Context: an optimization exercise on an open-source flow, tuned for a short achievable clock period and few clock cycles. The choices shown serve that exercise and are no tape-out recipe. The RTL was checked by simulation tests, not by an equivalence proof against the original design. The clock port is modelled as an ideal driver; clocking choices that lean on that would not hold on a real chip. Power and IR drop assume default switching activity.

==> tundra <==
==> flow/design.v (excerpt) <==
module ad100_cpu
(
  input clk,
  input rst,  
  output     [29:0] addr_1,  
  input      [31:0] read_1,
  output     [29:0] addr_2,  
  input      [31:0] read_2,
  output reg [31:0] write_2,
  output reg        write_enable_1, write_enable_2, write_enable_3, write_enable_4
);
wire [29:0] program_counter;
reg  [29:0] fetch_address;
assign addr_1 = fetch_address;
wire [31:0] instruction = read_1;
wire [4:0] opcode1 = instruction[6:2];
wire [2:0] opcode2 = instruction[14:12];
wire       opcode3 = instruction[30];
wire [4:0] dest_reg  = instruction[11:7];
wire [4:0] src_reg_1 = instruction[19:15];
wire [4:0] src_reg_2 = instruction[24:20];
wire [31:0] immed_u = {instruction[31:12], 12'b0};                              
wire [31:0] immed_i = {{20{instruction[31]}}, instruction[31:20]};              
wire [31:0] immed_s = {{20{instruction[31]}}, instruction[31:25], instruction[11:7]};  
wire [29:0] jal_immed = {{11{instruction[31]}}, instruction[31], instruction[19:12], instruction[20], instruction[30:22]};
wire [29:0] b_immed   = {{19{instruction[31]}}, instruction[31], instruction[7], instruction[30:25], instruction[11:9]};
wire is_lui    = opcode1 == 5'b01101;
wire is_auipc  = opcode1 == 5'b00101;
wire is_jal    = opcode1 == 5'b11011;
wire is_jalr   = opcode1 == 5'b11001;
wire is_branch = opcode1 == 5'b11000;
wire is_load   = opcode1 == 5'b00000;
wire is_store  = opcode1 == 5'b01000;
wire is_opimm  = opcode1 == 5'b00100;
wire is_op     = opcode1 == 5'b01100;
wire uses_src_1 = is_jalr | is_branch | is_load | is_store | is_opimm | is_op;
  ...
export LEC_CHECK = 0
export CAP_MARGIN = 70
export CORE_MARGIN = 2
export CORE_UTILIZATION = 40
export SLEW_MARGIN = 70
create_clock -name core_clock -period 20.0 [get_ports {clk}]
run.sh (not shown) runs the stock make flow with config.mk's settings and CLKGATE_MAP_FILE= SYNTH_SCRIPT=/design/flow/synth_recipe.tcl, a recipe that flattens the netlist after the stock synthesis.
==> violet: changes against tundra <==
--- a/flow/design.v
+++ b/flow/design.v
@@ -211,17 +211,17 @@
 reg [127:0] ex_bank1, ex_bank2;
 reg [31:0] ex_immed;
 reg [6:0]  ex_src1;
 reg [6:0]  ex_src2;
 reg [6:0]  ex_srcs;         
 reg [5:0]  ex_srcd;         
 reg        ex_replay;       
 reg        ex_predicted;    
-reg [7:0]  ex_predicted_entry;
+reg [3:0]  ex_predicted_entry;
 reg [29:0] ex_predicted_dest;
 reg        mem_load;        
 reg        wb_result;       
 reg [4:0]  mem_dest_reg;
 reg [2:0]  mem_load_type;
 reg [1:0]  mem_byte;
 reg [29:0] mem_addr;
 reg [31:0] last_result;     
@@ -235,17 +235,17 @@
 wire fwd_ex2 = ex_writes_now && src_reg_2 == ex_dest_reg;
 wire fwd_rf2 = !fwd_ex2 && rf_write && src_reg_2 == mem_dest_reg;
 wire [3:0] bank_sel1 = 4'b1 << src_reg_1[4:3];
 wire [3:0] bank_sel2 = 4'b1 << src_reg_2[4:3];
 wire        redirect;
 reg  [29:0] next_pc;
 wire [29:0] fetch_next;
 wire        predicted;
-wire [7:0]  predicted_entry;
+wire [3:0]  predicted_entry;
 wire [29:0] predicted_dest;
 always @(posedge clk) begin
   ex_valid       <= !rst && !redirect;
   ex_pc          <= program_counter;
   ex_link        <= program_counter + 1;
   ex_dest_reg    <= dest_reg;
   ex_writes_reg  <= writes_reg;
   ex_loads_reg   <= loads_reg;
@@ -277,18 +277,18 @@
   ex_srcd[3:0] <= {4{!fwd_ex2 && !fwd_rf2}} & bank_sel2;
   ex_srcd[4]   <= fwd_ex2;
   ex_srcd[5]   <= fwd_rf2;
   ex_replay <= ex_loads_now &&
     ((uses_src_1 && src_reg_1 == ex_dest_reg) || (uses_src_2 && src_reg_2 == ex_dest_reg));
 end
 wire        btb_insert;
 wire [29:0] btb_insert_dest;
-wire [7:0]  btb_invalidate;
-program_counter #(.ENTRIES(8)) prog_cnt(
+wire [3:0]  btb_invalidate;
+program_counter #(.ENTRIES(4)) prog_cnt(
   .clk(clk),
   .rst(rst),
   .next_pc(next_pc),
   .fetch_next(fetch_next),
   .pc(program_counter),
   .predicted(predicted),
   .predicted_entry(predicted_entry),
   .predicted_dest(predicted_dest),
@@ -384,17 +384,17 @@
   | ({30{next_not}}    & next_if_not);
 always @(posedge clk)
   if (rst)
     fetch_address <= {28'hFF00000, 2'b00};  
   else
     fetch_address <= next_fetch_address;
 assign btb_insert      = ex_execute && static_jump && !predicted_right;
 assign btb_insert_dest = pc_jump_dest;
-assign btb_invalidate  = {8{ex_execute && ex_predicted && !(static_jump && predicted_right)}} & ex_predicted_entry;
+assign btb_invalidate  = {4{ex_execute && ex_predicted && !(static_jump && predicted_right)}} & ex_predicted_entry;
 wire [31:0] write_reg_val =
     alu_result
   | ({32{ex_jal || ex_jalr}}  & {ex_link, 2'b00});
 always @(posedge clk)
   last_result <= write_reg_val;
 always @(posedge clk) begin
   mem_addr      <= sum[31:2];
   mem_byte      <= sum[1:0];
Settings changed: CORE_UTILIZATION 40 to 45, PLACE_DENSITY from default to 0.7.
==> qor summary <==
Run status: violet timing/DRC/antenna clean; tundra timing/DRC/antenna clean
Global Route Usage Sum: violet 37.2%; tundra 32.8%
Number of clock sinks: violet 1961; tundra 2217
Simple-gate area share of the yosys netlist: violet 8.54%; tundra 8.10%
Area share of the leading cell type in the synthesized netlist: violet 44.6%; tundra 47.4%
Met2 track demand over resource: violet 54.0%; tundra 48.1%
Worst slack, placed: violet 13230 ps; tundra 13220 ps
Tightest Pin Transition: violet 586 ps; tundra 525 ps
Leakage power: violet 33.8 nW; tundra 37.4 nW
First-pass GRT wire length: violet 489000 um; tundra 545000 um
Row count: violet 157; tundra 177
Floorplan core area: violet 183000 um2; tundra 232000 um2
Hold WS: violet 391 ps; tundra 368 ps
Mean Syn Cell Area: violet 12.1 um2; tundra 12.4 um2
Number of well-tap cells placed: violet 2464; tundra 3043
Cell depth of the worst setup path: violet 22; tundra 17
Combinational power: violet 0.678 mW; tundra 0.789 mW
Count of mapped cells out of synthesis: violet 6822; tundra 7520
Worst clock skew: violet 87.5 ps; tundra 128 ps
Non-Clock Inverter Count: violet 161; tundra 214
Portion of the layout cell area used by non-clock buffers: violet 5.13%; tundra 4.71%
Worst-case register-to-register setup slack: violet 13300 ps; tundra 13780 ps
Net total in the final layout: violet 7191; tundra 7915
Launching instance or port of the critical path: violet ex_src1[3]$_DFF_P_; tundra ex_src1[6]$_DFF_P_
Power per Cell Area: violet 91.7 nW/um2; tundra 93.0 nW/um2
Testbench counts of tundra, summed over its fixed seeds: cycles 92,608.
Testbench counts of violet, summed over its fixed seeds: cycles 92,608.

---

==> run a: inputs <==
RTL: one of the versions met above, not the one the previous note started from.
==> flow/design.v (excerpt) <==
module ad100_cpu
(
  input clk,
  input rst,  
  output     [29:0] addr_1,  
  input      [31:0] read_1,
  output     [29:0] addr_2,  
  input      [31:0] read_2,
  output reg [31:0] write_2,
  output reg        write_enable_1, write_enable_2, write_enable_3, write_enable_4
);
==> module alu, before the edit <==
module alu
(
  input  [9:0]  op,         
  input  [31:0] operand1,
  input  [31:0] operand2,
  input  [4:0]  shift,      
  output [31:0] sum,        
  output        equal,      
  output        less_s,     
  output        less_u,     
  output [31:0] result
);
assign sum = operand1 + operand2;
wire [32:0] diff = {1'b0, operand1} - {1'b0, operand2};
assign equal  = operand1 == operand2;
assign less_u = diff[32];
assign less_s = (operand1[31] != operand2[31]) ? operand1[31] : diff[32];
wire [31:0] shift_left  = operand1 << shift;
wire [31:0] shift_right = {{32{op[9] & operand1[31]}}, operand1} >> shift;
assign result =
    ({32{op[0]}}  & sum)
  | ({32{op[1]}}  & diff[31:0])
  | ({32{op[2]}}  & {31'b0, less_s})
  | ({32{op[3]}} & {31'b0, less_u})
  | ({32{op[4]}}  & (operand1 ^ operand2))
  | ({32{op[5]}}   & (operand1 | operand2))
  | ({32{op[6]}}  & (operand1 & operand2))
  | ({32{op[7]}}  & shift_left)
  | ({32{op[8] | op[9]}} & shift_right);
endmodule
Settings: LEC_CHECK=0, CAP_MARGIN=70, CORE_MARGIN=2, CORE_UTILIZATION=40, SLEW_MARGIN=70; clock period 20.0 ns.
standard.sh (not shown) runs the stock make flow with config.mk's settings and CLKGATE_MAP_FILE= SYNTH_SCRIPT=/design/flow/synth_recipe.tcl, a recipe that flattens the netlist after the stock synthesis.
==> flow/flow/run.sh <==
#!/bin/bash
# Own layout flow: the standard flow (standard.sh), with ORFS's delay
# cells (clkdlybuf4s*, dlygate*, dlymetal*) kept out of the physical steps,
# so that port buffers and wire repeaters are plain buffers:
#  - they are on the don't-use list of the steps after synthesis,
#  - buffer_ports is told to use buf_4 (it picks its cell itself),
#  - after the resize, CTS and global route steps, any delay cell repair
#    inserted anyway is replaced by a plain buffer (swap_delay*.tcl).
# Synthesis runs unchanged first.
set -euo pipefail
HERE=$(pwd)
bash standard.sh synth > synth.log 2>&1
DELAY_CELLS=""
for c in clkdlybuf4s15_1 clkdlybuf4s15_2 clkdlybuf4s18_1 clkdlybuf4s18_2 \
         clkdlybuf4s25_1 clkdlybuf4s25_2 clkdlybuf4s50_1 clkdlybuf4s50_2 \
         dlygate4sd1_1 dlygate4sd2_1 dlygate4sd3_1 \
         dlymetal6s2s_1 dlymetal6s4s_1 dlymetal6s6s_1; do
  DELAY_CELLS="$DELAY_CELLS sky130_fd_sc_hd__$c"
done
export DONT_USE_CELLS="$DELAY_CELLS"
export BUFFER_PORTS_ARGS="-buffer_cell sky130_fd_sc_hd__buf_4"
export POST_RESIZE_TCL="$HERE/flow/swap_delay.tcl"
export POST_CTS_TCL="$HERE/flow/swap_delay_dp.tcl"
export POST_GLOBAL_ROUTE_TCL="$HERE/flow/swap_delay_grt.tcl"
bash standard.sh finish > layout.log 2>&1
Other scripts of this flow, unchanged in this note and not shown: flow/flow/swap_delay.tcl, flow/flow/swap_delay_dp.tcl, flow/flow/swap_delay_grt.tcl
==> run b: changes against run a <==
--- a/flow/design.v
+++ b/flow/design.v
@@ -11,6 +11,9 @@
   output [31:0] result
 );
-assign sum = operand1 + operand2;
-wire [32:0] diff = {1'b0, operand1} - {1'b0, operand2};
+wire        sum_carry, diff_carry;
+wire [31:0] diff_low;
+prefix_adder add(.a(operand1), .b(operand2),  .carry_in(1'b0), .sum(sum),      .carry_out(sum_carry));
+prefix_adder sub(.a(operand1), .b(~operand2), .carry_in(1'b1), .sum(diff_low), .carry_out(diff_carry));
+wire [32:0] diff = {!diff_carry, diff_low};
 assign equal  = operand1 == operand2;
 assign less_u = diff[32];
@@ -29,4 +32,36 @@
   | ({32{op[8] | op[9]}} & shift_right);
 endmodule
+module prefix_adder
+(
+  input  [31:0] a,
+  input  [31:0] b,
+  input         carry_in,
+  output [31:0] sum,
+  output        carry_out
+);
+wire [31:0] p = a ^ b;
+wire [31:0] g0 = a & b;
+wire [31:0] gen  [0:5];
+wire [31:0] prop [0:5];
+assign gen[0]  = {g0[31:1], g0[0] | (p[0] & carry_in)};
+assign prop[0] = p;
+genvar l, i;
+generate
+  for (l = 0; l < 5; l = l + 1) begin : level
+    for (i = 0; i < 32; i = i + 1) begin : column
+      if (i >= (1 << l)) begin : merge
+        assign gen[l+1][i]  = gen[l][i] | (prop[l][i] & gen[l][i - (1 << l)]);
+        assign prop[l+1][i] = prop[l][i] & prop[l][i - (1 << l)];
+      end else begin : pass
+        assign gen[l+1][i]  = gen[l][i];
+        assign prop[l+1][i] = prop[l][i];
+      end
+    end
+  end
+endgenerate
+wire [31:0] carry = {gen[5][30:0], carry_in};
+assign sum = p ^ carry;
+assign carry_out = gen[5][31];
+endmodule
 module program_counter
 #(parameter ENTRIES = 8)
==> run summary <==
Pre-CTS setup slack -> 13.85 ns
Pin count of the biggest net entering global routing -> 65
Clock Latency Late Sink -> 0.87 ns
Layout cell share with drive strength beyond 1 -> 17.4%
Buffering overhead -> 4.23%
Post-Layout Cell Count -> 9843
Share of the synthesized area in the top cell type -> 44.6%
Max IR drop VDD -> 0.0000921 V
Outcome -> timing/DRC/antenna clean
Met3 Wirelength -> 48.7 mm
Source of the figures above: run a

==> run summary <==
Outcome -> timing/DRC/antenna clean
Buffering overhead -> 4.61%
Met3 Wirelength -> 49.3 mm
Pin count of the biggest net entering global routing -> 59
Post-synthesis xor/xnor area fraction -> 3.11%
Pre-CTS setup slack -> 13.61 ns
Post-Layout Cell Count -> 9946
Clock Latency Late Sink -> 0.91 ns
First-pass detailed-route iteration total -> 11
Share of the synthesized area in the top cell type -> 44.5%
Source of the figures above: run b

Testbench counts of run a, summed over its fixed seeds: cycles 92,608.
Testbench counts of run b, summed over its fixed seeds: cycles 92,608.

[re-timing with driven ports]
Ports are ideal in the flow. The routed layouts listed here were re-timed in OpenROAD.
Step 1 assumes that a clkbuf_16 drives the clock port and a buf_2 every other input.
Step 2 adds t to the input delays and takes it off the output delays; t is the mean of the earliest and latest rising clock arrival at the registers after step 1. Input paths then give back, and output paths get back, about the clock's delay inside the block.
Three values: no drivers, after step 1, after step 2; two values: the first two.
| run | shift t [ns] | slack for setup (ns) | hold WS [ns] | latest minus earliest clock arrival (ns) |
|---|---|---|---|---|
| tundra | 0.967 | 13.776 / 13.776 / 13.048 | 0.368 / 0.368 / 0.368 | 0.128 / 0.128 |
| violet | 0.930 | 13.295 / 13.295 / 13.194 | 0.391 / 0.391 / 0.391 | 0.088 / 0.088 |
| run a | 0.930 | 13.932 / 13.932 / 13.810 | 0.398 / 0.398 / 0.398 | 0.063 / 0.063 |
| run b | 0.959 | 13.761 / 13.761 / 13.569 | 0.388 / 0.388 / 0.388 | 0.078 / 0.077 |
After both steps setup and hold are still met in every run listed. The setup slack of tundra, which loses most, moves by 0.000 ns with the drivers and by -0.728 ns with both steps.
